Background: an optimization exercise with open tools, aiming at small area, a short achievable clock period and few clock cycles per item. Do not read the settings as production practice. Function was not checked in any run shown here: the RTL went through the layout flow alone. Power is estimated from default activity; no workload was simulated.

## flow/design.v

```verilog
module fa_cell (
    input  logic a,
    input  logic b,
    input  logic ci,
    output logic s,
    output logic co
);
    assign s  = a ^ b ^ ci;
    assign co = (a & b) | (a & ci) | (b & ci);
endmodule
module assignment (
    input logic clk,
    input logic NRST,
    input logic start,
    input logic [10:0] A,
    input logic [10:0] B,
    output logic [20:0] result,
    output logic ready
);
    logic        busy;
    logic        accept;
    logic [10:0] a_value;
    logic [9:0]  b_mod;
    logic [9:0]  b_mod_next;
    logic [20:0] row0, row1;
    logic pp_0_0;
    logic pp_0_1;
    logic pp_0_2;
    logic pp_0_3;
    logic pp_0_4;
    logic pp_0_5;
    logic pp_0_6;
    logic pp_0_7;
    logic pp_0_8;
    logic pp_0_9;
    logic pp_1_0;
    logic pp_1_1;
    logic pp_1_2;
    logic pp_1_3;
    logic pp_1_4;
    logic pp_1_5;
    logic pp_1_6;
    logic pp_1_7;
    logic pp_1_8;
    logic pp_1_9;
    logic pp_2_0;
    logic pp_2_1;
    logic pp_2_2;
    logic pp_2_3;
    logic pp_2_4;
    logic pp_2_5;
    logic pp_2_6;
    logic pp_2_7;
    logic pp_2_8;
    logic pp_2_9;
    logic pp_3_0;
    logic pp_3_1;
    logic pp_3_2;
    logic pp_3_3;
    logic pp_3_4;
    logic pp_3_5;
    logic pp_3_6;
    logic pp_3_7;
    logic pp_3_8;
    logic pp_3_9;
    logic pp_4_0;
    logic pp_4_1;
    logic pp_4_2;
    logic pp_4_3;
    logic pp_4_4;
    logic pp_4_5;
    logic pp_4_6;
    logic pp_4_7;
    logic pp_4_8;
    logic pp_4_9;
    logic pp_5_0;
    logic pp_5_1;
    logic pp_5_2;
    logic pp_5_3;
    logic pp_5_4;
    logic pp_5_5;
    logic pp_5_6;
    logic pp_5_7;
    logic pp_5_8;
    logic pp_5_9;
    logic pp_6_0;
    logic pp_6_1;
    logic pp_6_2;
    logic pp_6_3;
    logic pp_6_4;
    logic pp_6_5;
    logic pp_6_6;
    logic pp_6_7;
    logic pp_6_8;
    logic pp_6_9;
    logic pp_7_0;
    logic pp_7_1;
    logic pp_7_2;
    logic pp_7_3;
    logic pp_7_4;
    logic pp_7_5;
    logic pp_7_6;
    logic pp_7_7;
    logic pp_7_8;
    logic pp_7_9;
    logic pp_8_0;
    logic pp_8_1;
    logic pp_8_2;
    logic pp_8_3;
    logic pp_8_4;
    logic pp_8_5;
    logic pp_8_6;
    logic pp_8_7;
    logic pp_8_8;
    logic pp_8_9;
    logic pp_9_0;
    logic pp_9_1;
    logic pp_9_2;
    logic pp_9_3;
    logic pp_9_4;
    logic pp_9_5;
    logic pp_9_6;
    logic pp_9_7;
    logic pp_9_8;
    logic pp_9_9;
    logic pp_10_0;
    logic pp_10_1;
    logic pp_10_2;
    logic pp_10_3;
    logic pp_10_4;
    logic pp_10_5;
    logic pp_10_6;
    logic pp_10_7;
    logic pp_10_8;
    logic pp_10_9;
    logic s1;
    logic c2;
    logic s3;
    logic c4;
    logic s5;
    logic c6;
    logic s7;
    logic c8;
    logic s9;
    logic c10;
    logic s11;
    logic c12;
    logic s13;
    logic c14;
    logic s15;
    logic c16;
    logic s17;
    logic c18;
    logic s19;
    logic c20;
    logic s21;
    logic c22;
    logic s23;
    logic c24;
    logic s25;
    logic c26;
    logic s27;
    logic c28;
    logic s29;
    logic c30;
    logic s31;
    logic c32;
    logic s33;
    logic c34;
    logic s35;
    logic c36;
    logic s37;
    logic c38;
    logic s39;
    logic c40;
    logic s41;
    logic c42;
    logic s43;
    logic c44;
    logic s45;
    logic c46;
    logic s47;
    logic c48;
    logic s49;
    logic c50;
    logic s51;
    logic c52;
    logic s53;
    logic c54;
    logic s55;
    logic c56;
    logic s57;
    logic c58;
    logic s59;
    logic c60;
    logic s61;
    logic c62;
    logic s63;
    logic c64;
    logic s65;
    logic c66;
    logic s67;
    logic c68;
    logic s69;
    logic c70;
    logic s71;
    logic c72;
    logic s73;
    logic c74;
    logic s75;
    logic c76;
    logic s77;
    logic c78;
    logic s79;
    logic c80;
    logic s81;
    logic c82;
    logic s83;
    logic c84;
    logic s85;
    logic c86;
    logic s87;
    logic c88;
    logic s89;
    logic c90;
    logic s91;
    logic c92;
    logic s93;
    logic c94;
    logic s95;
    logic c96;
    logic s97;
    logic c98;
    logic s99;
    logic c100;
    logic s101;
    logic c102;
    logic s103;
    logic c104;
    logic s105;
    logic c106;
    logic s107;
    logic c108;
    logic s109;
    logic c110;
    logic s111;
    logic c112;
    logic s113;
    logic c114;
    logic s115;
    logic c116;
    logic s117;
    logic c118;
    logic s119;
    logic c120;
    logic s121;
    logic c122;
    logic s123;
    logic c124;
    logic s125;
    logic c126;
    logic s127;
    logic c128;
    logic s129;
    logic c130;
    logic s131;
    logic c132;
    logic s133;
    logic c134;
    logic s135;
    logic c136;
    logic s137;
    logic c138;
    logic s139;
    logic c140;
    logic s141;
    logic c142;
    logic s143;
    logic c144;
    logic s145;
    logic c146;
    logic s147;
    logic c148;
    logic s149;
    logic c150;
    logic s151;
    logic c152;
    logic s153;
    logic c154;
    logic s155;
    logic c156;
    logic s157;
    logic c158;
    logic s159;
    logic c160;
    assign accept = start & ~busy;
    logic       b_ge_1000, b_ge_2000;
    logic [6:0] b_add;
    assign b_ge_1000 = B >= 11'd1000;
    assign b_ge_2000 = B >= 11'd2000;
    assign b_add = b_ge_2000 ? 7'd6 : (b_ge_1000 ? 7'd3 : 7'd0);
    assign b_mod_next = {7'(B[9:3] + b_add), B[2:0]};
    always_ff @(posedge clk) begin
        if (accept) begin
            a_value <= A;
            b_mod   <= b_mod_next;
        end
    end
    assign pp_0_0 = ~(a_value[0] & b_mod[0]);
    assign pp_0_1 = ~(a_value[0] & b_mod[1]);
    assign pp_0_2 = ~(a_value[0] & b_mod[2]);
    assign pp_0_3 = ~(a_value[0] & b_mod[3]);
    assign pp_0_4 = ~(a_value[0] & b_mod[4]);
    assign pp_0_5 = ~(a_value[0] & b_mod[5]);
    assign pp_0_6 = ~(a_value[0] & b_mod[6]);
    assign pp_0_7 = ~(a_value[0] & b_mod[7]);
    assign pp_0_8 = ~(a_value[0] & b_mod[8]);
    assign pp_0_9 = ~(a_value[0] & b_mod[9]);
    assign pp_1_0 = ~(a_value[1] & b_mod[0]);
    assign pp_1_1 = ~(a_value[1] & b_mod[1]);
    assign pp_1_2 = ~(a_value[1] & b_mod[2]);
    assign pp_1_3 = ~(a_value[1] & b_mod[3]);
    assign pp_1_4 = ~(a_value[1] & b_mod[4]);
    assign pp_1_5 = ~(a_value[1] & b_mod[5]);
    assign pp_1_6 = ~(a_value[1] & b_mod[6]);
    assign pp_1_7 = ~(a_value[1] & b_mod[7]);
    assign pp_1_8 = ~(a_value[1] & b_mod[8]);
    assign pp_1_9 = ~(a_value[1] & b_mod[9]);
    assign pp_2_0 = ~(a_value[2] & b_mod[0]);
    assign pp_2_1 = ~(a_value[2] & b_mod[1]);
    assign pp_2_2 = ~(a_value[2] & b_mod[2]);
    assign pp_2_3 = ~(a_value[2] & b_mod[3]);
    assign pp_2_4 = ~(a_value[2] & b_mod[4]);
    assign pp_2_5 = ~(a_value[2] & b_mod[5]);
    assign pp_2_6 = ~(a_value[2] & b_mod[6]);
    assign pp_2_7 = ~(a_value[2] & b_mod[7]);
    assign pp_2_8 = ~(a_value[2] & b_mod[8]);
    assign pp_2_9 = ~(a_value[2] & b_mod[9]);
    assign pp_3_0 = ~(a_value[3] & b_mod[0]);
    assign pp_3_1 = ~(a_value[3] & b_mod[1]);
    assign pp_3_2 = ~(a_value[3] & b_mod[2]);
    assign pp_3_3 = ~(a_value[3] & b_mod[3]);
    assign pp_3_4 = ~(a_value[3] & b_mod[4]);
    assign pp_3_5 = ~(a_value[3] & b_mod[5]);
    assign pp_3_6 = ~(a_value[3] & b_mod[6]);
    assign pp_3_7 = ~(a_value[3] & b_mod[7]);
    assign pp_3_8 = ~(a_value[3] & b_mod[8]);
    assign pp_3_9 = ~(a_value[3] & b_mod[9]);
    assign pp_4_0 = ~(a_value[4] & b_mod[0]);
    assign pp_4_1 = ~(a_value[4] & b_mod[1]);
    assign pp_4_2 = ~(a_value[4] & b_mod[2]);
    assign pp_4_3 = ~(a_value[4] & b_mod[3]);
    assign pp_4_4 = ~(a_value[4] & b_mod[4]);
    assign pp_4_5 = ~(a_value[4] & b_mod[5]);
    assign pp_4_6 = ~(a_value[4] & b_mod[6]);
    assign pp_4_7 = ~(a_value[4] & b_mod[7]);
    assign pp_4_8 = ~(a_value[4] & b_mod[8]);
    assign pp_4_9 = ~(a_value[4] & b_mod[9]);
    assign pp_5_0 = ~(a_value[5] & b_mod[0]);
    assign pp_5_1 = ~(a_value[5] & b_mod[1]);
    assign pp_5_2 = ~(a_value[5] & b_mod[2]);
    assign pp_5_3 = ~(a_value[5] & b_mod[3]);
    assign pp_5_4 = ~(a_value[5] & b_mod[4]);
    assign pp_5_5 = ~(a_value[5] & b_mod[5]);
    assign pp_5_6 = ~(a_value[5] & b_mod[6]);
    assign pp_5_7 = ~(a_value[5] & b_mod[7]);
    assign pp_5_8 = ~(a_value[5] & b_mod[8]);
    assign pp_5_9 = ~(a_value[5] & b_mod[9]);
    assign pp_6_0 = ~(a_value[6] & b_mod[0]);
    assign pp_6_1 = ~(a_value[6] & b_mod[1]);
    assign pp_6_2 = ~(a_value[6] & b_mod[2]);
    assign pp_6_3 = ~(a_value[6] & b_mod[3]);
    assign pp_6_4 = ~(a_value[6] & b_mod[4]);
    assign pp_6_5 = ~(a_value[6] & b_mod[5]);
    assign pp_6_6 = ~(a_value[6] & b_mod[6]);
    assign pp_6_7 = ~(a_value[6] & b_mod[7]);
    assign pp_6_8 = ~(a_value[6] & b_mod[8]);
    assign pp_6_9 = ~(a_value[6] & b_mod[9]);
    assign pp_7_0 = ~(a_value[7] & b_mod[0]);
    assign pp_7_1 = ~(a_value[7] & b_mod[1]);
    assign pp_7_2 = ~(a_value[7] & b_mod[2]);
    assign pp_7_3 = ~(a_value[7] & b_mod[3]);
    assign pp_7_4 = ~(a_value[7] & b_mod[4]);
    assign pp_7_5 = ~(a_value[7] & b_mod[5]);
    assign pp_7_6 = ~(a_value[7] & b_mod[6]);
    assign pp_7_7 = ~(a_value[7] & b_mod[7]);
    assign pp_7_8 = ~(a_value[7] & b_mod[8]);
    assign pp_7_9 = ~(a_value[7] & b_mod[9]);
    assign pp_8_0 = ~(a_value[8] & b_mod[0]);
    assign pp_8_1 = ~(a_value[8] & b_mod[1]);
    assign pp_8_2 = ~(a_value[8] & b_mod[2]);
    assign pp_8_3 = ~(a_value[8] & b_mod[3]);
    assign pp_8_4 = ~(a_value[8] & b_mod[4]);
    assign pp_8_5 = ~(a_value[8] & b_mod[5]);
    assign pp_8_6 = ~(a_value[8] & b_mod[6]);
    assign pp_8_7 = ~(a_value[8] & b_mod[7]);
    assign pp_8_8 = ~(a_value[8] & b_mod[8]);
    assign pp_8_9 = ~(a_value[8] & b_mod[9]);
    assign pp_9_0 = ~(a_value[9] & b_mod[0]);
    assign pp_9_1 = ~(a_value[9] & b_mod[1]);
    assign pp_9_2 = ~(a_value[9] & b_mod[2]);
    assign pp_9_3 = ~(a_value[9] & b_mod[3]);
    assign pp_9_4 = ~(a_value[9] & b_mod[4]);
    assign pp_9_5 = ~(a_value[9] & b_mod[5]);
    assign pp_9_6 = ~(a_value[9] & b_mod[6]);
    assign pp_9_7 = ~(a_value[9] & b_mod[7]);
    assign pp_9_8 = ~(a_value[9] & b_mod[8]);
    assign pp_9_9 = ~(a_value[9] & b_mod[9]);
    assign pp_10_0 = ~(a_value[10] & b_mod[0]);
    assign pp_10_1 = ~(a_value[10] & b_mod[1]);
    assign pp_10_2 = ~(a_value[10] & b_mod[2]);
    assign pp_10_3 = ~(a_value[10] & b_mod[3]);
    assign pp_10_4 = ~(a_value[10] & b_mod[4]);
    assign pp_10_5 = ~(a_value[10] & b_mod[5]);
    assign pp_10_6 = ~(a_value[10] & b_mod[6]);
    assign pp_10_7 = ~(a_value[10] & b_mod[7]);
    assign pp_10_8 = ~(a_value[10] & b_mod[8]);
    assign pp_10_9 = ~(a_value[10] & b_mod[9]);
    fa_cell u_ha1 (.a(pp_0_9), .b(pp_1_8), .ci(1'b1), .s(s1), .co(c2));
    fa_cell u_fa1 (.a(pp_10_0), .b(pp_1_9), .ci(pp_2_8), .s(s3), .co(c4));
    fa_cell u_ha2 (.a(pp_10_1), .b(pp_2_9), .ci(1'b1), .s(s5), .co(c6));
    fa_cell u_ha3 (.a(pp_0_6), .b(pp_1_5), .ci(1'b1), .s(s7), .co(c8));
    fa_cell u_fa2 (.a(pp_0_7), .b(pp_1_6), .ci(pp_2_5), .s(s9), .co(c10));
    fa_cell u_ha4 (.a(pp_3_4), .b(pp_4_3), .ci(1'b1), .s(s11), .co(c12));
    fa_cell u_fa3 (.a(pp_0_8), .b(pp_1_7), .ci(pp_2_6), .s(s13), .co(c14));
    fa_cell u_fa4 (.a(pp_3_5), .b(pp_4_4), .ci(pp_5_3), .s(s15), .co(c16));
    fa_cell u_ha5 (.a(pp_6_2), .b(pp_7_1), .ci(1'b1), .s(s17), .co(c18));
    fa_cell u_fa5 (.a(pp_2_7), .b(pp_3_6), .ci(pp_4_5), .s(s19), .co(c20));
    fa_cell u_fa6 (.a(pp_5_4), .b(pp_6_3), .ci(pp_7_2), .s(s21), .co(c22));
    fa_cell u_fa7 (.a(pp_8_1), .b(pp_9_0), .ci(s1), .s(s23), .co(c24));
    fa_cell u_fa8 (.a(pp_3_7), .b(pp_4_6), .ci(pp_5_5), .s(s25), .co(c26));
    fa_cell u_fa9 (.a(pp_6_4), .b(pp_7_3), .ci(pp_8_2), .s(s27), .co(c28));
    fa_cell u_fa10 (.a(pp_9_1), .b(c2), .ci(s3), .s(s29), .co(c30));
    fa_cell u_fa11 (.a(pp_3_8), .b(pp_4_7), .ci(pp_5_6), .s(s31), .co(c32));
    fa_cell u_fa12 (.a(pp_6_5), .b(pp_7_4), .ci(pp_8_3), .s(s33), .co(c34));
    fa_cell u_fa13 (.a(pp_9_2), .b(s5), .ci(c4), .s(s35), .co(c36));
    fa_cell u_fa14 (.a(pp_10_2), .b(pp_3_9), .ci(pp_4_8), .s(s37), .co(c38));
    fa_cell u_fa15 (.a(pp_5_7), .b(pp_6_6), .ci(pp_7_5), .s(s39), .co(c40));
    fa_cell u_fa16 (.a(pp_8_4), .b(pp_9_3), .ci(c6), .s(s41), .co(c42));
    fa_cell u_fa17 (.a(pp_10_3), .b(pp_4_9), .ci(pp_5_8), .s(s43), .co(c44));
    fa_cell u_fa18 (.a(pp_6_7), .b(pp_7_6), .ci(pp_8_5), .s(s45), .co(c46));
    fa_cell u_fa19 (.a(pp_10_4), .b(pp_5_9), .ci(pp_6_8), .s(s47), .co(c48));
    fa_cell u_ha6 (.a(pp_0_4), .b(pp_1_3), .ci(1'b1), .s(s49), .co(c50));
    fa_cell u_fa20 (.a(pp_0_5), .b(pp_1_4), .ci(pp_2_3), .s(s51), .co(c52));
    fa_cell u_ha7 (.a(pp_3_2), .b(pp_4_1), .ci(1'b1), .s(s53), .co(c54));
    fa_cell u_fa21 (.a(pp_2_4), .b(pp_3_3), .ci(pp_4_2), .s(s55), .co(c56));
    fa_cell u_fa22 (.a(pp_5_1), .b(pp_6_0), .ci(s7), .s(s57), .co(c58));
    fa_cell u_fa23 (.a(pp_5_2), .b(pp_6_1), .ci(pp_7_0), .s(s59), .co(c60));
    fa_cell u_fa24 (.a(c8), .b(s11), .ci(s9), .s(s61), .co(c62));
    fa_cell u_fa25 (.a(pp_8_0), .b(c12), .ci(s17), .s(s63), .co(c64));
    fa_cell u_fa26 (.a(c10), .b(s13), .ci(s15), .s(s65), .co(c66));
    fa_cell u_fa27 (.a(c18), .b(c14), .ci(c16), .s(s67), .co(c68));
    fa_cell u_fa28 (.a(s19), .b(s21), .ci(s23), .s(s69), .co(c70));
    fa_cell u_fa29 (.a(c20), .b(c22), .ci(s25), .s(s71), .co(c72));
    fa_cell u_fa30 (.a(s27), .b(c24), .ci(s29), .s(s73), .co(c74));
    fa_cell u_fa31 (.a(c26), .b(c28), .ci(s31), .s(s75), .co(c76));
    fa_cell u_fa32 (.a(s33), .b(c30), .ci(s35), .s(s77), .co(c78));
    fa_cell u_fa33 (.a(c32), .b(c34), .ci(s37), .s(s79), .co(c80));
    fa_cell u_fa34 (.a(s39), .b(s41), .ci(c36), .s(s81), .co(c82));
    fa_cell u_fa35 (.a(pp_9_4), .b(c38), .ci(c40), .s(s83), .co(c84));
    fa_cell u_fa36 (.a(s43), .b(s45), .ci(c42), .s(s85), .co(c86));
    fa_cell u_fa37 (.a(pp_7_7), .b(pp_8_6), .ci(pp_9_5), .s(s87), .co(c88));
    fa_cell u_fa38 (.a(c44), .b(c46), .ci(s47), .s(s89), .co(c90));
    fa_cell u_fa39 (.a(pp_10_5), .b(pp_6_9), .ci(pp_7_8), .s(s91), .co(c92));
    fa_cell u_fa40 (.a(pp_8_7), .b(pp_9_6), .ci(c48), .s(s93), .co(c94));
    fa_cell u_fa41 (.a(pp_10_6), .b(pp_7_9), .ci(pp_8_8), .s(s95), .co(c96));
    fa_cell u_ha8 (.a(pp_0_3), .b(pp_1_2), .ci(1'b1), .s(s97), .co(c98));
    fa_cell u_fa42 (.a(pp_2_2), .b(pp_3_1), .ci(pp_4_0), .s(s99), .co(c100));
    fa_cell u_fa43 (.a(pp_5_0), .b(c50), .ci(s53), .s(s101), .co(c102));
    fa_cell u_fa44 (.a(c54), .b(c52), .ci(s55), .s(s103), .co(c104));
    fa_cell u_fa45 (.a(c56), .b(s59), .ci(c58), .s(s105), .co(c106));
    fa_cell u_fa46 (.a(c60), .b(s63), .ci(c62), .s(s107), .co(c108));
    fa_cell u_fa47 (.a(c64), .b(c66), .ci(s67), .s(s109), .co(c110));
    fa_cell u_fa48 (.a(c68), .b(s71), .ci(c70), .s(s111), .co(c112));
    fa_cell u_fa49 (.a(c72), .b(s75), .ci(s77), .s(s113), .co(c114));
    fa_cell u_fa50 (.a(c76), .b(s79), .ci(c78), .s(s115), .co(c116));
    fa_cell u_fa51 (.a(c80), .b(s83), .ci(s85), .s(s117), .co(c118));
    fa_cell u_fa52 (.a(s87), .b(c84), .ci(s89), .s(s119), .co(c120));
    fa_cell u_fa53 (.a(c88), .b(s91), .ci(c90), .s(s121), .co(c122));
    fa_cell u_fa54 (.a(pp_9_7), .b(c92), .ci(s95), .s(s123), .co(c124));
    fa_cell u_fa55 (.a(pp_10_7), .b(pp_8_9), .ci(pp_9_8), .s(s125), .co(c126));
    fa_cell u_ha9 (.a(pp_0_2), .b(pp_1_1), .ci(1'b1), .s(s127), .co(c128));
    fa_cell u_fa56 (.a(pp_2_1), .b(pp_3_0), .ci(s97), .s(s129), .co(c130));
    fa_cell u_fa57 (.a(c98), .b(s49), .ci(s99), .s(s131), .co(c132));
    fa_cell u_fa58 (.a(c100), .b(s51), .ci(s101), .s(s133), .co(c134));
    fa_cell u_fa59 (.a(c102), .b(s57), .ci(s103), .s(s135), .co(c136));
    fa_cell u_fa60 (.a(c104), .b(s61), .ci(s105), .s(s137), .co(c138));
    fa_cell u_fa61 (.a(s65), .b(c106), .ci(s107), .s(s139), .co(c140));
    fa_cell u_fa62 (.a(s69), .b(c108), .ci(s109), .s(s141), .co(c142));
    fa_cell u_fa63 (.a(c110), .b(s73), .ci(s111), .s(s143), .co(c144));
    fa_cell u_fa64 (.a(c74), .b(c112), .ci(s113), .s(s145), .co(c146));
    fa_cell u_fa65 (.a(s81), .b(s115), .ci(c114), .s(s147), .co(c148));
    fa_cell u_fa66 (.a(c82), .b(s117), .ci(c116), .s(s149), .co(c150));
    fa_cell u_fa67 (.a(c86), .b(s119), .ci(c118), .s(s151), .co(c152));
    fa_cell u_fa68 (.a(s93), .b(s121), .ci(c120), .s(s153), .co(c154));
    fa_cell u_fa69 (.a(c94), .b(s123), .ci(c122), .s(s155), .co(c156));
    fa_cell u_fa70 (.a(c96), .b(s125), .ci(c124), .s(s157), .co(c158));
    fa_cell u_fa71 (.a(pp_10_8), .b(pp_9_9), .ci(c126), .s(s159), .co(c160));
    assign row0 = {1'b1, pp_10_9, s159, s157, s155, s153, s151, c148, c146, c144, c142, c140, c138, c136, c134, c132, c130, c128, pp_2_0, pp_0_1, pp_0_0};
    assign row1 = {1'b1, c160, c158, c156, c154, c152, c150, s149, s147, s145, s143, s141, s139, s137, s135, s133, s131, s129, s127, pp_1_0, 1'b1};
    logic [7:0] blk0;
    assign blk0 = ~({1'b0, row0[6:0]} + {1'b0, row1[6:0]} + 8'd1);
    logic [4:0] blk1;
    assign blk1 = ~({1'b0, row0[10:7]} + {1'b0, row1[10:7]} + 5'd1);
    logic [4:0] blk2;
    assign blk2 = ~({1'b0, row0[14:11]} + {1'b0, row1[14:11]} + 5'd1);
    logic [3:0] blk3;
    assign blk3 = ~({1'b0, row0[17:15]} + {1'b0, row1[17:15]} + 4'd1);
    logic [3:0] blk4;
    assign blk4 = ~({1'b0, row0[20:18]} + {1'b0, row1[20:18]} + 4'd1);
    logic [20:0] sum_q;
    logic [3:0] gen_q;
    logic [3:1] prop_q;
    always_ff @(posedge clk) begin
        sum_q[6:0] <= blk0[6:0];
        gen_q[0] <= blk0[7];
        sum_q[10:7] <= blk1[3:0];
        gen_q[1] <= blk1[4];
        prop_q[1] <= &(row0[10:7] ^ row1[10:7]);
        sum_q[14:11] <= blk2[3:0];
        gen_q[2] <= blk2[4];
        prop_q[2] <= &(row0[14:11] ^ row1[14:11]);
        sum_q[17:15] <= blk3[2:0];
        gen_q[3] <= blk3[3];
        prop_q[3] <= &(row0[17:15] ^ row1[17:15]);
        sum_q[20:18] <= blk4[2:0];
    end
    logic [4:1] cin;
    assign cin[1] = gen_q[0];
    assign cin[2] = gen_q[1] | (prop_q[1] & cin[1]);
    assign cin[3] = gen_q[2] | (prop_q[2] & cin[2]);
    assign cin[4] = gen_q[3] | (prop_q[3] & cin[3]);
    assign result[6:0] = sum_q[6:0];
    assign result[10:7] = sum_q[10:7] + 4'(cin[1]);
    assign result[14:11] = sum_q[14:11] + 4'(cin[2]);
    assign result[17:15] = sum_q[17:15] + 3'(cin[3]);
    assign result[20:18] = sum_q[20:18] + 3'(cin[4]);
    always_ff @(posedge clk or negedge NRST) begin
        if (!NRST) begin
            busy  <= 1'b0;
            ready <= 1'b0;
        end else begin
            busy  <= accept;
            ready <= busy | (ready & ~start);
        end
    end
endmodule
```

## flow/flow/run.sh

```bash
#!/bin/bash
# The standard layout (the standard.sh: ORFS synthesis to final layout),
# with smaller port buffers and no clock-tree dummy loads.
set -euo pipefail
export BUFFER_PORTS_ARGS="-buffer_cell ${PORT_BUF:-sky130_fd_sc_hd__buf_1}"
export CTS_ARGS="-sink_clustering_enable -repair_clock_nets -dont_use_dummy_load -buf_list sky130_fd_sc_hd__clkbuf_8"
bash standard.sh > standard.log 2>&1
```

## flow/standard.sh

```bash
#!/bin/bash
# synth_recipe.tcl (not shown) runs the flow's synth.tcl, then flattens the netlist and writes it again
# the make line also repeats each setting of config.mk as NAME=value (left out here)
make -C /OpenROAD-flow-scripts/flow DESIGN_CONFIG=/design/flow/config.mk WORK_HOME=/design/flow/orfs CLKGATE_MAP_FILE= SYNTH_SCRIPT=/design/flow/synth_recipe.tcl "${@:-finish}"
```

## flow/config.mk

```make
export PLATFORM = sky130hd
export DESIGN_NAME = assignment
export DESIGN_NICKNAME = assignment
export VERILOG_FILES = /design/flow/design.v
export SDC_FILE = /design/flow/constraint.sdc
export NUM_CORES = 4
export LEC_CHECK = 0
export CAP_MARGIN = 20
export CORE_MARGIN = 2
export CORE_UTILIZATION = 40
export SLEW_MARGIN = 20
export SYNTH_HIERARCHICAL = 1
export SYNTH_MINIMUM_KEEP_SIZE = 0
```

## flow/constraint.sdc

```tcl
create_clock -name core_clock -period 12.5 [get_ports {clk}]
set_input_delay 2.5000 -clock core_clock [delete_from_list [all_inputs] [get_ports {clk}]]
set_output_delay 2.5000 -clock core_clock [all_outputs]
set_load 0.01 [all_outputs]
```

==> run notes, run 1 <==
Asr flop ratio synth -> 3.922%
Slew Limit Fails -> 0
DRC viols -> 0
Most used cell, CP -> a21o_1
HP Class -> reg -> reg
Post-layout min period -> 4.422 ns
Prevailing post-synth register cell -> dfxtp_1
Post-synthesis register bit count -> 51
Sw frac -> 41.83%
CP startpoint kind -> flop
Area of placed instances -> 4707 sq um
Total Routed Length -> 8.095 mm
CP required -> 10.00 ns
Crit end category -> output port
H-tree levels -> 2
Clock Skews -> 0.01826 ns
Die Wd -> 109.5 um
Total CTS buffers -> 5
Sequential share of power -> 28.5%
Post-CTS sizing -> 0
Vias in the first global route -> 3176
Avg WL per Cell -> 14.15 um
Overall Global Routing Usage -> 15.59%
Clock power frac -> 10.0%
RSZ-0062 raised after global routing -> no
Largest net degree at the start of global routing -> 23
Peak supply drop -> 0.09598 mV
DRT iter0 DRCs -> 114
Final setup violation count -> 0
Max FO, Critical Path -> 2
CTS Buffer Depth -> 2
Simple-gate area share of the yosys netlist -> 11.72%
Final setup TNS -> 0 ns
Syn Inst Count -> 400
Final #Nets -> 574
Layout area overhead -> 7.249%
Final Hold Violating Endpoints -> 0
CP peak stage delay -> 0.33 ns
PwrDens -> 188.1 nW/um^2
Via density -> 4.890
CTS tree -> built
N_diodes -> 0
Largest family of logic cells by synthesized area -> adder cells
Yosys warns -> 7
Post-CTS setup buffer count -> 0
Sequential area share after synthesis -> 27.87%
Leakage power -> 0.001919 uW
Max Cap Viol -> 0
Initial core utilization -> 41.08%
CP max-delay cell -> dfxtp_1
Status -> timing/DRC/antenna clean
Switch Pwr -> 375.7 uW
Num rows -> 38
First-pass DRT Iterations -> 4
Syn avg cell area -> 11.13 sq um
Combinational Power Share -> 61.6%
Number of synthesized flops with an enable pin -> 21
Dpl hpwl -> 6.461 mm
Hold Buf Count CTS -> 0
CTS Root Cell -> clkbuf_8
Post-synthesis mux area share -> 0%
Setup CP Type -> reg -> out
Initial antenna violation count -> 0
Tcrit/Tclk final -> 35.37%
Number of library cell types mapped by synthesis -> 32
Placer Congestion -> 0.8376
Clock sink total -> 51
Count of buffers from port buffering -> 46
Most frequent cells in the layout -> 110 x nand2_1, 86 x fa_1, 46 x buf_1
Clk slew on worst S/H paths -> 0.10 ns
Post-synthesis compound-gate area fraction -> 4.749%
Routed vias -> 2797
Chip Height -> 109.5 um
Pint -> 522.6 uW
Die area -> 11990 sq um
Clock insertion delay at the later pin of the skew report -> 0.31 ns
Crit path cell chain -> a21o_1 > a21o_1 > a21o_1 > ha_1 > ha_1 > xor2_1 > buf_1
Core area -> 10840 sq um
WP buf/inv -> 1
Commonest non-fill, non-tap cell in the layout -> nand2_1
Syn Std Cell Area -> 4453 sq um
Grt ovf -> 0
Final core utilization -> 44.06%
Post-synthesis xor/xnor area fraction -> 3.540%
First-pass GRT wire length -> 14.42 mm
Routed Antenna Nets -> 0
Post-layout instance area -> 4776 sq um
Synth Area in Adders -> 46.81%
Crit path max-delay family -> compound AO/OA/AOI/OAI gates
Achievable Freq -> 0.2262 GHz
Layout cells sized above 1 -> 1.620%
Count of boundary I/O pins -> 47
Arr. time, crit path -> 1.92 ns
==> cell usage after synthesis, drive strengths merged (2+ instances only) <==
cell type	number	share of area [%]
dfrtp	2	1.1
nand3	2	0.22
and4	2	0.39
fa	86	39
xnor2	6	1.2
a21o	13	2.2
xor2	12	2.4
clkbuf	21	1.8
dfxtp	28	13
a21oi	8	0.90
nor2	5	0.42
and2	3	0.42
o21bai	2	0.34
edfxtp	21	14
nand2	110	9.3
o21ai	3	0.34
inv	27	2.3
buf	7	1.2
ha	29	8.1
nor2b	2	0.28
==> final timing paths <==
check / from / cells past startpoint / slack, ns / endpoint
setup / recovery: gen_q[0] / 7 / 8.08 / result[20]
hold / removal: busy / 1 / 0.47 / ready
setup reg to reg: b_mod[9] / 12 / 8.33 / gen_q[2]
hold reg to reg: busy / 1 / 0.47 / ready
max in group asynchronous: NRST / 1 / 10.42 / ready
min in group asynchronous: NRST / 1 / 1.96 / busy
==> routing by layer <==
metal / GRT usage, % / routed length (um) / up-vias
li1: - / - / 1306
met1: 18.84 / 3365 / 1428
met2: 29.06 / 4335 / 54
met3: 2.312 / 284 / 9
met4: 3.797 / 109 / 0
met5: 0 / 0 / -
==> metrics by stage <==
stage               worst slack [ns]  hold WS [ns]  power [uW]  cells
finish                         8.078        0.4719       898.3    572
global route                   7.962        0.5056        1019    572
CTS                            8.047        0.4741       922.5    572
detailed placement             7.973        0.4499       828.6    567
global placement               8.068        0.4342       816.5    567
floorplan                      8.332        0.4287       703.3    408
==> registers in the layout (all words and copies together), names as in the netlist <==
signal / flops
a_value: 11
b_mod: 10
gen_q: 4
ready: 1
prop_q: 3
sum_q: 21
busy: 1
==> Yosys stat by module (local to each module, per instance) <==
module / times used / cells inside / area (sq um) / flip-flops and latches
assignment: 1 / 320 / 2851 / 51
fa_cell: 80 / 1 / 20.02 / 0
==> power by group through the flow <==
stage / Combinational [uW] / Clock, uW / Sequential, uW
6_report: 553 / 89.5 / 256
5_1_grt: 659 / 99.2 / 261
4_1_cts: 571 / 95.0 / 256
3_5_place_dp: 568 / 0 / 260
3_3_place_gp: 557 / 0 / 259
2_1_floorplan: 460 / 0 / 244
==> worst reg2reg max path: cells and delay by family, from the launching register on <==
kind                       cells  cell delay, ns
adders and majority gates      7            3.03
DFF                            1            0.63
AOI/OAI and AO/OA              2            0.16
and+or+nand+nor                1            0.14
buffers and inverters          2            0.11
==> layout make-up <==
cell class	instances	area, sq um
Fill cell	1047	6065
Multi-Input combinational cell	302	3009
Sequential cell	51	1241
Timing Repair Buffer	47	180.2
Tap cell	140	175.2
Inverter	27	101.3
Clock buffer	5	68.82
==> kinds of logic (layout without fill, tap and decap cells) <==
kind of cell | count (synthesis) | count (layout)
AND/OR/NAND/NOR | 129 | 129
XOR/XNOR | 18 | 18
adder cells (fa/ha/maj) | 115 | 115
flip-flops | 51 | 51
other | 1 | 9
AO/OA/AOI/OAI | 31 | 31
buffers and inverters | 55 | 79
==> run 2, diff against run 1 <==
--- a/flow/design.v
+++ b/flow/design.v
@@ -295,10 +295,19 @@
     logic c160;
     assign accept = start & ~busy;
-    logic       b_ge_1000, b_ge_2000;
-    logic [6:0] b_add;
-    assign b_ge_1000 = B >= 11'd1000;
-    assign b_ge_2000 = B >= 11'd2000;
-    assign b_add = b_ge_2000 ? 7'd6 : (b_ge_1000 ? 7'd3 : 7'd0);
-    assign b_mod_next = {7'(B[9:3] + b_add), B[2:0]};
+    logic       b_ge_1000, b_ge_2000, b_q1, b_f;
+    logic [6:0] h;
+    assign h = B[9:3];
+    assign b_ge_2000 = B[10] & B[9] & B[8] & B[7] & B[6] & (B[5] | B[4]);
+    assign b_ge_1000 = B[10] | (B[9] & B[8] & B[7] & B[6] & B[5] & (B[4] | B[3]));
+    assign b_q1 = b_ge_1000 & ~b_ge_2000;
+    assign b_f = (b_ge_2000 & (h[1] | h[2])) | (b_q1 & (h[0] | h[1]) & h[2]);
+    assign b_mod_next[2:0] = B[2:0];
+    assign b_mod_next[3] = h[0] ^ b_q1;
+    assign b_mod_next[4] = h[1] ^ (b_ge_2000 | (b_q1 & ~h[0]));
+    assign b_mod_next[5] = h[2] ^ ((b_ge_2000 & ~h[1]) | (b_q1 & (h[0] | h[1])));
+    assign b_mod_next[6] = h[3] ^ b_f;
+    assign b_mod_next[7] = h[4] ^ (b_f & h[3]);
+    assign b_mod_next[8] = h[5] ^ (b_f & h[3] & h[4]);
+    assign b_mod_next[9] = h[6] ^ (b_f & h[3] & h[4] & h[5]);
     always_ff @(posedge clk) begin
         if (accept) begin
@@ -499,41 +508,88 @@
     assign row0 = {1'b1, pp_10_9, s159, s157, s155, s153, s151, c148, c146, c144, c142, c140, c138, c136, c134, c132, c130, c128, pp_2_0, pp_0_1, pp_0_0};
     assign row1 = {1'b1, c160, c158, c156, c154, c152, c150, s149, s147, s145, s143, s141, s139, s137, s135, s133, s131, s129, s127, pp_1_0, 1'b1};
-    logic [7:0] blk0;
-    assign blk0 = ~({1'b0, row0[6:0]} + {1'b0, row1[6:0]} + 8'd1);
-    logic [4:0] blk1;
-    assign blk1 = ~({1'b0, row0[10:7]} + {1'b0, row1[10:7]} + 5'd1);
+    logic [20:0] bit_g, bit_p;
+    assign bit_g = ~(row0 | row1);
+    assign bit_p = row0 ^ row1;
+    logic [8:0] blk0;
+    assign blk0[0] = bit_p[0];
+    assign blk0[1] = bit_p[1] ^ (bit_g[0]);
+    assign blk0[2] = bit_p[2] ^ ((bit_g[0] & bit_p[1]) | bit_g[1]);
+    assign blk0[3] = bit_p[3] ^ ((bit_g[0] & bit_p[1] & bit_p[2]) | (bit_g[1] & bit_p[2]) | bit_g[2]);
+    assign blk0[4] = bit_p[4] ^ ((bit_g[0] & bit_p[1] & bit_p[2] & bit_p[3]) | (bit_g[1] & bit_p[2] & bit_p[3]) | (bit_g[2] & bit_p[3]) | bit_g[3]);
+    assign blk0[5] = bit_p[5] ^ ((bit_g[0] & bit_p[1] & bit_p[2] & bit_p[3] & bit_p[4]) | (bit_g[1] & bit_p[2] & bit_p[3] & bit_p[4]) | (bit_g[2] & bit_p[3] & bit_p[4]) | (bit_g[3] & bit_p[4]) | bit_g[4]);
+    assign blk0[6] = bit_p[6] ^ ((bit_g[0] & bit_p[1] & bit_p[2] & bit_p[3] & bit_p[4] & bit_p[5]) | (bit_g[1] & bit_p[2] & bit_p[3] & bit_p[4] & bit_p[5]) | (bit_g[2] & bit_p[3] & bit_p[4] & bit_p[5]) | (bit_g[3] & bit_p[4] & bit_p[5]) | (bit_g[4] & bit_p[5]) | bit_g[5]);
+    assign blk0[7] = bit_p[7] ^ ((bit_g[0] & bit_p[1] & bit_p[2] & bit_p[3] & bit_p[4] & bit_p[5] & bit_p[6]) | (bit_g[1] & bit_p[2] & bit_p[3] & bit_p[4] & bit_p[5] & bit_p[6]) | (bit_g[2] & bit_p[3] & bit_p[4] & bit_p[5] & bit_p[6]) | (bit_g[3] & bit_p[4] & bit_p[5] & bit_p[6]) | (bit_g[4] & bit_p[5] & bit_p[6]) | (bit_g[5] & bit_p[6]) | bit_g[6]);
+    assign blk0[8] = (bit_g[0] & bit_p[1] & bit_p[2] & bit_p[3] & bit_p[4] & bit_p[5] & bit_p[6] & bit_p[7]) | (bit_g[1] & bit_p[2] & bit_p[3] & bit_p[4] & bit_p[5] & bit_p[6] & bit_p[7]) | (bit_g[2] & bit_p[3] & bit_p[4] & bit_p[5] & bit_p[6] & bit_p[7]) | (bit_g[3] & bit_p[4] & bit_p[5] & bit_p[6] & bit_p[7]) | (bit_g[4] & bit_p[5] & bit_p[6] & bit_p[7]) | (bit_g[5] & bit_p[6] & bit_p[7]) | (bit_g[6] & bit_p[7]) | bit_g[7];
+    logic [5:0] blk1;
+    assign blk1[0] = bit_p[8];
+    assign blk1[1] = bit_p[9] ^ (bit_g[8]);
+    assign blk1[2] = bit_p[10] ^ ((bit_g[8] & bit_p[9]) | bit_g[9]);
+    assign blk1[3] = bit_p[11] ^ ((bit_g[8] & bit_p[9] & bit_p[10]) | (bit_g[9] & bit_p[10]) | bit_g[10]);
+    assign blk1[4] = bit_p[12] ^ ((bit_g[8] & bit_p[9] & bit_p[10] & bit_p[11]) | (bit_g[9] & bit_p[10] & bit_p[11]) | (bit_g[10] & bit_p[11]) | bit_g[11]);
+    assign blk1[5] = (bit_g[8] & bit_p[9] & bit_p[10] & bit_p[11] & bit_p[12]) | (bit_g[9] & bit_p[10] & bit_p[11] & bit_p[12]) | (bit_g[10] & bit_p[11] & bit_p[12]) | (bit_g[11] & bit_p[12]) | bit_g[12];
     logic [4:0] blk2;
-    assign blk2 = ~({1'b0, row0[14:11]} + {1'b0, row1[14:11]} + 5'd1);
-    logic [3:0] blk3;
-    assign blk3 = ~({1'b0, row0[17:15]} + {1'b0, row1[17:15]} + 4'd1);
-    logic [3:0] blk4;
-    assign blk4 = ~({1'b0, row0[20:18]} + {1'b0, row1[20:18]} + 4'd1);
+    assign blk2[0] = bit_p[13];
+    assign blk2[1] = bit_p[14] ^ (bit_g[13]);
+    assign blk2[2] = bit_p[15] ^ ((bit_g[13] & bit_p[14]) | bit_g[14]);
+    assign blk2[3] = bit_p[16] ^ ((bit_g[13] & bit_p[14] & bit_p[15]) | (bit_g[14] & bit_p[15]) | bit_g[15]);
+    assign blk2[4] = (bit_g[13] & bit_p[14] & bit_p[15] & bit_p[16]) | (bit_g[14] & bit_p[15] & bit_p[16]) | (bit_g[15] & bit_p[16]) | bit_g[16];
+    logic [4:0] blk3;
+    assign blk3[0] = bit_p[17];
+    assign blk3[1] = bit_p[18] ^ (bit_g[17]);
+    assign blk3[2] = bit_p[19] ^ ((bit_g[17] & bit_p[18]) | bit_g[18]);
+    assign blk3[3] = bit_p[20] ^ ((bit_g[17] & bit_p[18] & bit_p[19]) | (bit_g[18] & bit_p[19]) | bit_g[19]);
+    assign blk3[4] = (bit_g[17] & bit_p[18] & bit_p[19] & bit_p[20]) | (bit_g[18] & bit_p[19] & bit_p[20]) | (bit_g[19] & bit_p[20]) | bit_g[20];
     logic [20:0] sum_q;
-    logic [3:0] gen_q;
-    logic [3:1] prop_q;
+    logic [2:0] gen_q;
+    logic [2:1] prop_q;
     always_ff @(posedge clk) begin
-        sum_q[6:0] <= blk0[6:0];
-        gen_q[0] <= blk0[7];
-        sum_q[10:7] <= blk1[3:0];
-        gen_q[1] <= blk1[4];
-        prop_q[1] <= &(row0[10:7] ^ row1[10:7]);
-        sum_q[14:11] <= blk2[3:0];
+        sum_q[7:0] <= blk0[7:0];
+        gen_q[0] <= blk0[8];
+        sum_q[12:8] <= blk1[4:0];
+        gen_q[1] <= blk1[5];
+        prop_q[1] <= &bit_p[12:8];
+        sum_q[16:13] <= blk2[3:0];
         gen_q[2] <= blk2[4];
-        prop_q[2] <= &(row0[14:11] ^ row1[14:11]);
-        sum_q[17:15] <= blk3[2:0];
-        gen_q[3] <= blk3[3];
-        prop_q[3] <= &(row0[17:15] ^ row1[17:15]);
-        sum_q[20:18] <= blk4[2:0];
+        prop_q[2] <= &bit_p[16:13];
+        sum_q[20:17] <= blk3[3:0];
     end
-    logic [4:1] cin;
+    logic [3:1] cin;
     assign cin[1] = gen_q[0];
-    assign cin[2] = gen_q[1] | (prop_q[1] & cin[1]);
-    assign cin[3] = gen_q[2] | (prop_q[2] & cin[2]);
-    assign cin[4] = gen_q[3] | (prop_q[3] & cin[3]);
-    assign result[6:0] = sum_q[6:0];
-    assign result[10:7] = sum_q[10:7] + 4'(cin[1]);
-    assign result[14:11] = sum_q[14:11] + 4'(cin[2]);
-    assign result[17:15] = sum_q[17:15] + 3'(cin[3]);
-    assign result[20:18] = sum_q[20:18] + 3'(cin[4]);
+    assign cin[2] = (gen_q[0] & prop_q[1]) | gen_q[1];
+    assign cin[3] = (gen_q[0] & prop_q[1] & prop_q[2]) | (gen_q[1] & prop_q[2]) | gen_q[2];
+    assign result[7:0] = sum_q[7:0];
+    assign result[8] = sum_q[8] ^ cin[1];
+    logic ones9;
+    assign ones9 = &sum_q[8:8];
+    assign result[9] = sum_q[9] ^ (ones9 & cin[1]);
+    logic ones10;
+    assign ones10 = &sum_q[9:8];
+    assign result[10] = sum_q[10] ^ (ones10 & cin[1]);
+    logic ones11;
+    assign ones11 = &sum_q[10:8];
+    assign result[11] = sum_q[11] ^ (ones11 & cin[1]);
+    logic ones12;
+    assign ones12 = &sum_q[11:8];
+    assign result[12] = sum_q[12] ^ (ones12 & cin[1]);
+    assign result[13] = sum_q[13] ^ cin[2];
+    logic ones14;
+    assign ones14 = &sum_q[13:13];
+    assign result[14] = sum_q[14] ^ (ones14 & cin[2]);
+    logic ones15;
+    assign ones15 = &sum_q[14:13];
+    assign result[15] = sum_q[15] ^ (ones15 & cin[2]);
+    logic ones16;
+    assign ones16 = &sum_q[15:13];
+    assign result[16] = sum_q[16] ^ (ones16 & cin[2]);
+    assign result[17] = sum_q[17] ^ cin[3];
+    logic ones18;
+    assign ones18 = &sum_q[17:17];
+    assign result[18] = sum_q[18] ^ (ones18 & cin[3]);
+    logic ones19;
+    assign ones19 = &sum_q[18:17];
+    assign result[19] = sum_q[19] ^ (ones19 & cin[3]);
+    logic ones20;
+    assign ones20 = &sum_q[19:17];
+    assign result[20] = sum_q[20] ^ (ones20 & cin[3]);
     always_ff @(posedge clk or negedge NRST) begin
         if (!NRST) begin
==> run notes, run 2 <==
Status -> timing/DRC/antenna clean
Crit. Startpoint -> gen_q[0]
Routed vias -> 2931 (+4.8%)
CP max-delay cell -> dfxtp_1
Via density -> 4.885 (about the same)
Final core utilization -> 44.12% (+0.066 points)
Sequential area share after synthesis -> 26.42% (-1.4 points)
Synth Area in Adders -> 45.25% (-1.6 points)
Hold Buf Count CTS -> 0 (unchanged)
Vias in the first global route -> 3164 (-0.38%)
DRC viols -> 0 (unchanged)
Leakage power -> 0.002029 uW (+5.8%)
Post-CTS setup buffer count -> 0 (unchanged)
Max FFs per register -> 21 (unchanged)
Crit path cell chain -> a21o_4 > a21oi_2 > inv_1 > ha_1 > xor2_1 > buf_1
Number of library cell types mapped by synthesis -> 35 (+9.4%)
Overall Global Routing Usage -> 14.70% (-0.89 points)
Worst hold slack -> 0.4655 ns (-0.006325 ns)
H-tree levels -> 2 (unchanged)
CTS Root Cell -> clkbuf_8
Layout cells sized above 1 -> 2.391% (+0.77 points)
Total Routed Length -> 8.279 mm (+2.3%)
Avg WL per Cell -> 13.80 um (-2.5%)
Setup CP Type -> reg -> out
Die Wd -> 110.6 um (+1.0%)
Syn avg cell area -> 10.55 sq um (-5.3%)
Count of boundary I/O pins -> 47 (unchanged)
Post-synthesis compound-gate area fraction -> 3.936% (-0.81 points)
CP startpoint kind -> flop
CTS Buffer Depth -> 2 (unchanged)
Routed Antenna Nets -> 0 (unchanged)
First-pass DRT Iterations -> 4 (unchanged)
Achievable Freq -> 0.2390 GHz (+5.7%)
Simple-gate area share of the yosys netlist -> 12.83% (+1.1 points)
Synth area leaders -> fa_1 37%, edfxtp_1 14%, dfxtp_1 11%
Top flop regs -> sum_q x21, a_value x11, b_mod x10
Synth top area share -> 36.99% (-1.7 points)
Clock sink total -> 49 (-3.9%)
Post-synthesis mux area share -> 0% (unchanged)
Yosys warns -> 7 (unchanged)
FF-to-FF setup slack -> 8.39 ns (+0.06 ns)
Die area -> 12230 sq um (+2.0%)
Post-layout min period -> 4.183 ns (-0.2380 ns)
Asr flop ratio synth -> 4.082% (+0.16 points)
Slew Limit Fails -> 0 (unchanged)
Post-synth top area cell -> fa_1
Layout area overhead -> 6.606%
Hold Path Origin -> busy
Post-layout instance area -> 4846 sq um (+1.5%)
Initial antenna violation count -> 0 (unchanged)
Count of buffers from port buffering -> 46 (unchanged)
Final setup TNS -> 0 ns (unchanged)
CP required -> 10.00 ns (about the same)
RSZ-0062 raised after global routing -> no
Post-CTS sizing -> 0 (unchanged)
Final #Nets -> 601 (+4.7%)
CTS tree -> built
Post-synthesis xor/xnor area fraction -> 4.046% (+0.51 points)
Post-placement cell count -> 595 (+4.9%)
Number of synthesized flops with an enable pin -> 21 (unchanged)
Max Cap Viol -> 0 (unchanged)
Num rows -> 38 (unchanged)
Clk slew on worst S/H paths -> 0.09 ns (about the same)
Commonest non-fill, non-tap cell in the layout -> nand2_1
First-pass GRT wire length -> 14.59 mm (+1.2%)
Largest family of logic cells by synthesized area -> adder cells
Top reg by flops -> sum_q
Area of placed instances -> 4777 sq um (+1.5%)
Reg2reg start -> b_mod[9]
Post-synthesis register bit count -> 49 (-3.9%)
PwrDens -> 173.0 nW/um^2 (-8.0%)
Prevailing post-synth register cell -> dfxtp_1
Final Hold Violating Endpoints -> 0 (unchanged)
Total CTS buffers -> 5 (unchanged)
Dpl hpwl -> 6.563 mm (+1.6%)
Crit end category -> output port
CP peak stage delay -> 0.36 ns (+0.03 ns)
Syn Std Cell Area -> 4546 sq um (+2.1%)
Initial core utilization -> 41.39% (+0.31 points)
Grt ovf -> 0 (unchanged)
Arr. time, crit path -> 1.68 ns (-0.24 ns)
Count leader, synth -> nand2_1
N_diodes -> 0 (unchanged)
Largest net degree at the start of global routing -> 23 (unchanged)
Clock Skews -> 0.02784 ns (+0.009583 ns)
Chip Height -> 110.6 um (+1.0%)
Fillcell total -> 1047 (unchanged)
Tcrit/Tclk final -> 33.47% (-1.9 points)
Filler-free cell count of the finished design -> 600 (+4.9%)
Peak supply drop -> 0.09544 mV (-0.56%)
Synth cell count leaders -> 110 x nand2_1, 84 x fa_1, 49 x inv_1
DRT iter0 DRCs -> 121 (+6.1%)
Most frequent cells in the layout -> 110 x nand2_1, 84 x fa_1, 49 x inv_1
Syn Inst Count -> 431 (+7.8%)
HP Class -> reg -> reg
Clock insertion delay at the later pin of the skew report -> 0.31 ns (about the same)
Max FO, Critical Path -> 4 (+2)
Final setup violation count -> 0 (unchanged)
Placer Congestion -> 0.8614 (+2.8%)
Core area -> 10980 sq um (+1.3%)
[run 2: cell count changes in the layout (fill, tap and decap cells not counted), moves of 3 or more]
cell / change
a21o_1: -9
a21oi_1: -4
nor2_1: +6
o21a_1: +3
o21ai_0: +3
inv_1: +22
nand2b_1: +3
xor2_1: -3
xnor2_1: +6
[run 2: kinds of logic (layout without fill, tap and decap cells)]
logic type                 after synthesis  count (layout)
other                                    1               9
buffers and inverters                   80             101
adders and majority gates              114             114
AOI/OAI and AO/OA                       25              25
xor gates and xnor gates                21              21
and+or+nand+nor                        141             141
DFF                                     49              49
[run 2: through the flow]
stage / setup WS [ns] / power [uW]
floorplan: 8.582 / 660.3
detailed placement: 8.411 / 768.9
global route: 8.176 / 952.7
finish: 8.317 / 838.3
CTS: 8.266 / 859.0
global placement: 8.473 / 755.2
[run 2: final cells by class]
cell class                      count  area, sq um  share of cell area (%)
Multi-Input combinational cell    310         3037                   62.66
Clock buffer                        5        68.82                   1.420
Inverter                           49        183.9                   3.795
Sequential cell                    49         1201                   24.79
Tap cell                          140        175.2                   3.615
Timing Repair Buffer               47        180.2                   3.718
[run 2: power breakdown]
group          switching (uW)  internal (uW)  leakage, uW
clock network            47.4           36.1    0.0000359
logic                     271            237      0.00155
registers                30.1            217     0.000442
[run 2: final timing paths]
check | end | depth (start not counted)
worst max-delay path | result[18] | 6
worst min-delay path | ready | 1
worst max register to register | gen_q[1] | 12
worst min register to register | ready | 1
max in group asynchronous | ready | 1
min in group asynchronous | busy | 1
[run 2: critical path: cells and delay by family (launching register included)]
| kind | cells | cell delay, ns |
|---|---|---|
| AOI/OAI and AO/OA | 2 | 0.45 |
| buffers and inverters | 2 | 0.23 |
| DFF | 1 | 0.36 |
| adders and majority gates | 1 | 0.19 |
| xor gates and xnor gates | 1 | 0.15 |
[run 2: metal layers]
layer | routed length (um) | global-route usage, % | up-vias
met1 | 3599 | 18.89 | 1463
met5 | 0 | 0 | -
met4 | 163 | 5.167 | 0
li1 | - | - | 1362
met3 | 414 | 2.634 | 14
met2 | 4101 | 25.03 | 92
[run 2: per-module statistics from Yosys, one instance, submodules excluded]
module / cells / copies in the design
assignment: 351 / 1
fa_cell: 1 / 80

## static timing again, ports no longer ideal
No port has a modelled driver above. Below, the same layouts with a new extraction and two added sets of constraints.
Step 1 (the two cells are an assumption about what drives the block):
set clk [get_ports {clk}]
set_driving_cell -lib_cell sky130_fd_sc_hd__clkbuf_16 $clk
set_driving_cell -lib_cell sky130_fd_sc_hd__buf_2 [delete_from_list [all_inputs] $clk]
Step 2 adds t to the input delays and takes it off the output delays; t is the mean of the earliest and latest rising clock arrival at the registers after step 1. Input paths then give back, and output paths get back, about the clock's delay inside the block.
Three values: ideal ports, drivers, drivers and shift; two values: the first two.
| run | t, ns | setup slack, ns | hold WS [ns] | cell pins on the clock port's net |
|---|---|---|---|---|
| run 1 | 0.328 | 8.078 / 8.048 / 8.007 | 0.472 / 0.472 / 0.472 | 1 |
| run 2 | 0.329 | 8.317 / 8.284 / 8.389 | 0.466 / 0.466 / 0.466 | 1 |
After both steps every run listed still meets setup and hold. For run 1, which loses most, drivers alone change the setup slack by -0.030 ns; drivers and shift together by -0.071 ns.
